From an optimization exercise on the open Yosys and OpenROAD flow, aimed at small area, a short achievable clock period and few clock cycles per item; shortcuts taken in it are not production practice.
In this exercise RTL edits were held to simulation tests only and were not proved equivalent to the original.
Power is estimated from default activity; no workload was simulated.

## rasterizer
module rasterizer (
    input  wire        clk,
    input  wire        rst_n,
    input  wire [9:0]  v0_x,
    input  wire [9:0]  v0_y,
    input  wire [9:0]  v1_x,
    input  wire [9:0]  v1_y,
    input  wire [9:0]  v2_x,
    input  wire [9:0]  v2_y,
    input  wire [23:0] color,
    input  wire        start,
    output reg         busy,
    output reg         done,
    output reg  [18:0] fb_addr,
    output reg  [23:0] fb_data,
    output reg         fb_write
);
reg [10:0] A0, A1, A2, B0, B1, Bn2;
reg [5:0]  cA, cB;      
function [6:0] sublo;    
    input [9:0] a, b;
    sublo = {1'b0, a[5:0]} + {1'b0, ~b[5:0]} + 7'd1;
endfunction
function [4:0] subhi;    
    input [9:0] a, b;
    input c;
    subhi = {1'b0, a[9:6]} + {1'b1, ~b[9:6]} + {4'd0, c};
endfunction
wire [6:0] lA0 = sublo(v0_y, v1_y), lA1 = sublo(v1_y, v2_y), lA2 = sublo(v2_y, v0_y);
wire [6:0] lB0 = sublo(v1_x, v0_x), lB1 = sublo(v2_x, v1_x), lB2 = sublo(v2_x, v0_x);
always @(posedge clk) begin
    fb_data <= color;
    A0[5:0] <= lA0[5:0];  cA[0] <= lA0[6];  A0[10:6] <= subhi(v0_y, v1_y, cA[0]);
    A1[5:0] <= lA1[5:0];  cA[1] <= lA1[6];  A1[10:6] <= subhi(v1_y, v2_y, cA[1]);
    A2[5:0] <= lA2[5:0];  cA[2] <= lA2[6];  A2[10:6] <= subhi(v2_y, v0_y, cA[2]);
    B0[5:0] <= lB0[5:0];  cB[0] <= lB0[6];  B0[10:6] <= subhi(v1_x, v0_x, cB[0]);
    B1[5:0] <= lB1[5:0];  cB[1] <= lB1[6];  B1[10:6] <= subhi(v2_x, v1_x, cB[1]);
    Bn2[5:0] <= lB2[5:0]; cB[2] <= lB2[6];  Bn2[10:6] <= subhi(v2_x, v0_x, cB[2]);
end
reg ph_s0, ph_s1, ph_horn, ph_bias, ph_walkl, ph_walku, ph_trav;
reg k_sweep;    
reg k_out;      
reg k_end;      
reg k_rev;      
reg k_seek;     
reg k_srev;     
reg k_down;     
reg s_fwd, s_seek, s_rev, s_srev, s_down;
reg o_sa, o_sa2, o_sb, o_neg01, o_neg2;
reg [2:0] o_sm;
reg g;
reg [21:0] S0, S1, S2;              
reg [9:0] x, y, X1, Y1;
reg [3:0] k;
reg [10:0] hm;                      
reg       o;                        
reg       d;                        
reg       nomove;                   
reg       atX1;
reg [2:0] wR, wL, zA;               
wire zA0 = (A0 == 11'd0);
wire zA1 = (A1 == 11'd0);
wire zA2 = (A2 == 11'd0);
wire lt01 = A0[10] | (zA0 & ~B0[10]);      
wire lt12 = A1[10] | (zA1 & ~B1[10]);      
  ...
For scale: roughly 2,000 cells after synthesis, about 270 flip-flops, roughly 17,000 um^2 of cells after synthesis.
clock: 16.0 ns
lec_check: 0
cap_margin: 20
core_margin: 2
core_utilization: 55
cts_cluster_diameter: 80
cts_cluster_size: 25
slew_margin: 70
buffer_ports_args: -buffer_cell sky130_fd_sc_hd__buf_1
dont_use_cells: sky130_fd_sc_hd__clkdlybuf4s15_1 sky130_fd_sc_hd__clkdlybuf4s15_2 sky130_fd_sc_hd__clkdlybuf4s18_1 sky130_fd_sc_hd__clkdlybuf4s18_2 sky130_fd_sc_hd__clkdlybuf4s25_1 sky130_fd_sc_hd__clkdlybuf4s25_2 sky130_fd_sc_hd__clkdlybuf4s50_1 sky130_fd_sc_hd__clkdlybuf4s50_2
standard.sh (not shown) runs the stock make flow with config.mk's settings and CLKGATE_MAP_FILE= SYNTH_SCRIPT=/design/flow/synth_recipe.tcl, a recipe that flattens the netlist after the stock synthesis.
==> flow/flow/run.sh <==
#!/bin/bash
# Layout flow: the standard flow (standard.sh). Synthesis runs unchanged;
# for the layout steps after it, two settings are added to config.mk:
#  - the port buffers use the smallest buffer cell (buf_1);
#  - the resizer does not use the clkdlybuf4s* delay buffers.
# ORFS logs each step under orfs/logs; make's output goes to synth.log and
# layout.log in the work folder.
set -euo pipefail
bash standard.sh synth > synth.log 2>&1
cat >> "$FLOW_CONFIG" <<'EOC'
export BUFFER_PORTS_ARGS = -buffer_cell sky130_fd_sc_hd__buf_1
export DONT_USE_CELLS = sky130_fd_sc_hd__clkdlybuf4s15_1 sky130_fd_sc_hd__clkdlybuf4s15_2 sky130_fd_sc_hd__clkdlybuf4s18_1 sky130_fd_sc_hd__clkdlybuf4s18_2 sky130_fd_sc_hd__clkdlybuf4s25_1 sky130_fd_sc_hd__clkdlybuf4s25_2 sky130_fd_sc_hd__clkdlybuf4s50_1 sky130_fd_sc_hd__clkdlybuf4s50_2
EOC
bash standard.sh > layout.log 2>&1
The baseline finished clean.
Testbench counts at the start, summed over its fixed seeds: cycles 554,091, triangles 2,400.
Next try:
==> flow/run.sh (new file) <==
#!/bin/bash
# synth_recipe.tcl (not shown) runs the flow's synth.tcl, then flattens the netlist and writes it again
# the make line also repeats each setting of config.mk as NAME=value (left out here)
make -C /OpenROAD-flow-scripts/flow DESIGN_CONFIG=/design/flow/config.mk WORK_HOME=/design/flow/orfs CLKGATE_MAP_FILE= SYNTH_SCRIPT=/design/flow/synth_recipe.tcl finish
BUFFER_PORTS_ARGS = default   (was -buffer_cell sky130_fd_sc_hd__buf_1)
CORE_UTILIZATION = 60   (was 55)
DONT_USE_CELLS = default   (was sky130_fd_sc_hd__clkdlybuf4s15_1 sky130_fd_sc_hd__clkdlybuf4s15_2 sky130_fd_sc_hd__clkdlybuf4s18_1 sky130_fd_sc_hd__clkdlybuf4s18_2 sky130_fd_sc_hd__clkdlybuf4s25_1 sky130_fd_sc_hd__clkdlybuf4s25_2 sky130_fd_sc_hd__clkdlybuf4s50_1 sky130_fd_sc_hd__clkdlybuf4s50_2)
removed: flow/flow/run.sh
removed: flow/standard.sh
Cell count fell by 0.96%.
Power fell by 1.4%.
Clock skew rose by 15 ps.

========
Setup of garnet:
rasterizer again, from the RTL that the note above started with.
Settings: LEC_CHECK=0, CAP_MARGIN=20, CORE_MARGIN=2, CORE_UTILIZATION=60, SLEW_MARGIN=70, BUFFER_PORTS_ARGS=-buffer_cell sky130_fd_sc_hd__buf_1; clock period 16.0 ns.
==> flow/flow/run.sh <==
#!/bin/bash
# Layout flow: the standard flow, with the smallest buffer cell used
# for the port buffers. Each tool's output is logged by standard.sh; this
# script's own output goes to run.log.
set -e
exec > run.log 2>&1
echo "export BUFFER_PORTS_ARGS = -buffer_cell sky130_fd_sc_hd__buf_1" >> "$FLOW_CONFIG"
cat "$FLOW_CONFIG"
bash standard.sh
garnet finished all stages; the layout is clean.
Testbench counts of garnet, summed over its fixed seeds: cycles 554,091, triangles 2,400.
Changes in willow relative to garnet:
==> flow/flow/run.sh <==
#!/bin/bash
# Layout flow: the standard flow (standard.sh). Synthesis runs unchanged;
# for the layout steps after it, two settings are added to config.mk:
#  - the port buffers use the smallest buffer cell (buf_1);
#  - the resizer does not use the clkdlybuf4s* delay buffers.
# ORFS logs each step under orfs/logs; make's output goes to synth.log and
# layout.log in the work folder.
set -euo pipefail
bash standard.sh synth > synth.log 2>&1
cat >> "$FLOW_CONFIG" <<'EOC'
export BUFFER_PORTS_ARGS = -buffer_cell sky130_fd_sc_hd__buf_1
export DONT_USE_CELLS = sky130_fd_sc_hd__clkdlybuf4s15_1 sky130_fd_sc_hd__clkdlybuf4s15_2 sky130_fd_sc_hd__clkdlybuf4s18_1 sky130_fd_sc_hd__clkdlybuf4s18_2 sky130_fd_sc_hd__clkdlybuf4s25_1 sky130_fd_sc_hd__clkdlybuf4s25_2 sky130_fd_sc_hd__clkdlybuf4s50_1 sky130_fd_sc_hd__clkdlybuf4s50_2
EOC
bash standard.sh > layout.log 2>&1
diff --git a/flow/config.mk b/flow/config.mk
--- a/flow/config.mk
+++ b/flow/config.mk
@@ -10,3 +10,6 @@
 export CORE_UTILIZATION = 60
+export CTS_CLUSTER_DIAMETER = 80
+export CTS_CLUSTER_SIZE = 25
 export SLEW_MARGIN = 70
 export BUFFER_PORTS_ARGS = -buffer_cell sky130_fd_sc_hd__buf_1
+export DONT_USE_CELLS = sky130_fd_sc_hd__clkdlybuf4s15_1 sky130_fd_sc_hd__clkdlybuf4s15_2 sky130_fd_sc_hd__clkdlybuf4s18_1 sky130_fd_sc_hd__clkdlybuf4s18_2 sky130_fd_sc_hd__clkdlybuf4s25_1 sky130_fd_sc_hd__clkdlybuf4s25_2 sky130_fd_sc_hd__clkdlybuf4s50_1 sky130_fd_sc_hd__clkdlybuf4s50_2
Findings:
willow went all the way through synthesis, placement and routing and the layout is clean on timing, DRC and antenna. In willow, the global-route met2 utilization came out 1.4 points above the value in garnet. From garnet to willow the numbers moved as follows: non-clock buffer count shrank by 7.1%, instance area at placement neither gained nor lost much. garnet vs willow, capture point of the worst path: busy vs B0[5].
> inputs changed (willow -> maple)
diff --git a/flow/config.mk b/flow/config.mk
--- a/flow/config.mk
+++ b/flow/config.mk
@@ -10,4 +10,2 @@
 export CORE_UTILIZATION = 60
-export CTS_CLUSTER_DIAMETER = 80
-export CTS_CLUSTER_SIZE = 25
 export SLEW_MARGIN = 70
Findings:
- Against willow, wire length on met3 in maple rose by a little under 10%.
- Detail-routed via count per cell: maple < willow
- Compared with willow, maple shows a higher net load switching power.
- Changes observed in maple relative to willow: clock network latency to the later pin of the worst-skew pair increased by 0.04 ns relative to the old numbers, post-route total power increased by about 7% relative to the old numbers, synthesis-to-layout area growth increased by 2.7 points relative to the old numbers, routed metal-1 wire length increased by 69 um relative to the old numbers.
- | power of the sequential group | willow vs maple | ≈ equal |
- Compared with willow, design area in maple increased by a few percent.
- willow -> maple: HPWL after detailed placement delta 0, exact match
Relative to maple, the following input files were edited for juniper:
==> flow/run.sh (new file) <==
#!/bin/bash
# synth_recipe.tcl (not shown) runs the flow's synth.tcl, then flattens the netlist and writes it again
# the make line also repeats each setting of config.mk as NAME=value (left out here)
make -C /OpenROAD-flow-scripts/flow DESIGN_CONFIG=/design/flow/config.mk WORK_HOME=/design/flow/orfs CLKGATE_MAP_FILE= SYNTH_SCRIPT=/design/flow/synth_recipe.tcl finish
==> flow/config.mk <==
export PLATFORM = sky130hd
export DESIGN_NAME = rasterizer
export DESIGN_NICKNAME = rasterizer
export VERILOG_FILES = /design/flow/design.v
export SDC_FILE = /design/flow/constraint.sdc
export NUM_CORES = 8
export LEC_CHECK = 0
export CAP_MARGIN = 20
export CORE_MARGIN = 2
export CORE_UTILIZATION = 60
export SLEW_MARGIN = 70
removed: flow/flow/run.sh
removed: flow/standard.sh
==> run summary <==
- Comparing maple and juniper, wire length of the first global-routing pass is lower on juniper.
- maple reports its critical-path cell with the highest stage delay as sky130_fd_sc_hd__a222oi_1 while juniper reports sky130_fd_sc_hd__clkdlybuf4s50_1.
- Diff maple -> juniper | cell area after layout | increase of about 4%
- As far as area of all sequential standard cells is concerned, juniper and maple perform about the same.
- juniper vs maple: final worst-path cycle share up
- [diff] clock period minus worst slack, juniper relative to maple: regression

-- what the ideal ports hide --
How much do the figures lean on ideal ports? The routed layouts below were timed once more, with nothing changed but the port constraints. Step 1 sets driving cells, clkbuf_16 on the clock port and buf_2 on the other inputs (assumed; they add their load-dependent delay and slew). Step 2 times the ports against the registers' clock, not the clock port: input delays grow and output delays shrink by t, the midpoint of the rising clock arrivals with the driver on. Three values: ideal, step 1, step 2; two values: the first two.
run | shift t [ns] | slack for setup (ns) | worst setup path at the end | worst register clock-pin slew, ns | pins driven straight from the clock port
the first run of note 1 | 0.587 | 11.521 / 11.521 / 11.073 | input to register | 0.10 / 0.10 | 1
the second run of note 1 | 0.571 | 11.207 / 11.236 / 10.665 | input to register | 0.10 / 0.10 | 1
garnet | 0.623 | 11.065 / 11.065 / 11.065 | register to register | 0.07 / 0.07 | 1
willow | 0.567 | 11.575 / 11.605 / 11.039 | input to register | 0.10 / 0.10 | 1
maple | 0.614 | 11.595 / 11.595 / 11.047 | input to register | 0.07 / 0.07 | 1
juniper | 0.612 | 11.267 / 11.241 / 10.686 | input to register | 0.06 / 0.06 | 1
After both steps setup and hold are still met in every run listed. For juniper, which loses most, drivers alone change the setup slack by -0.026 ns; drivers and shift together by -0.581 ns.
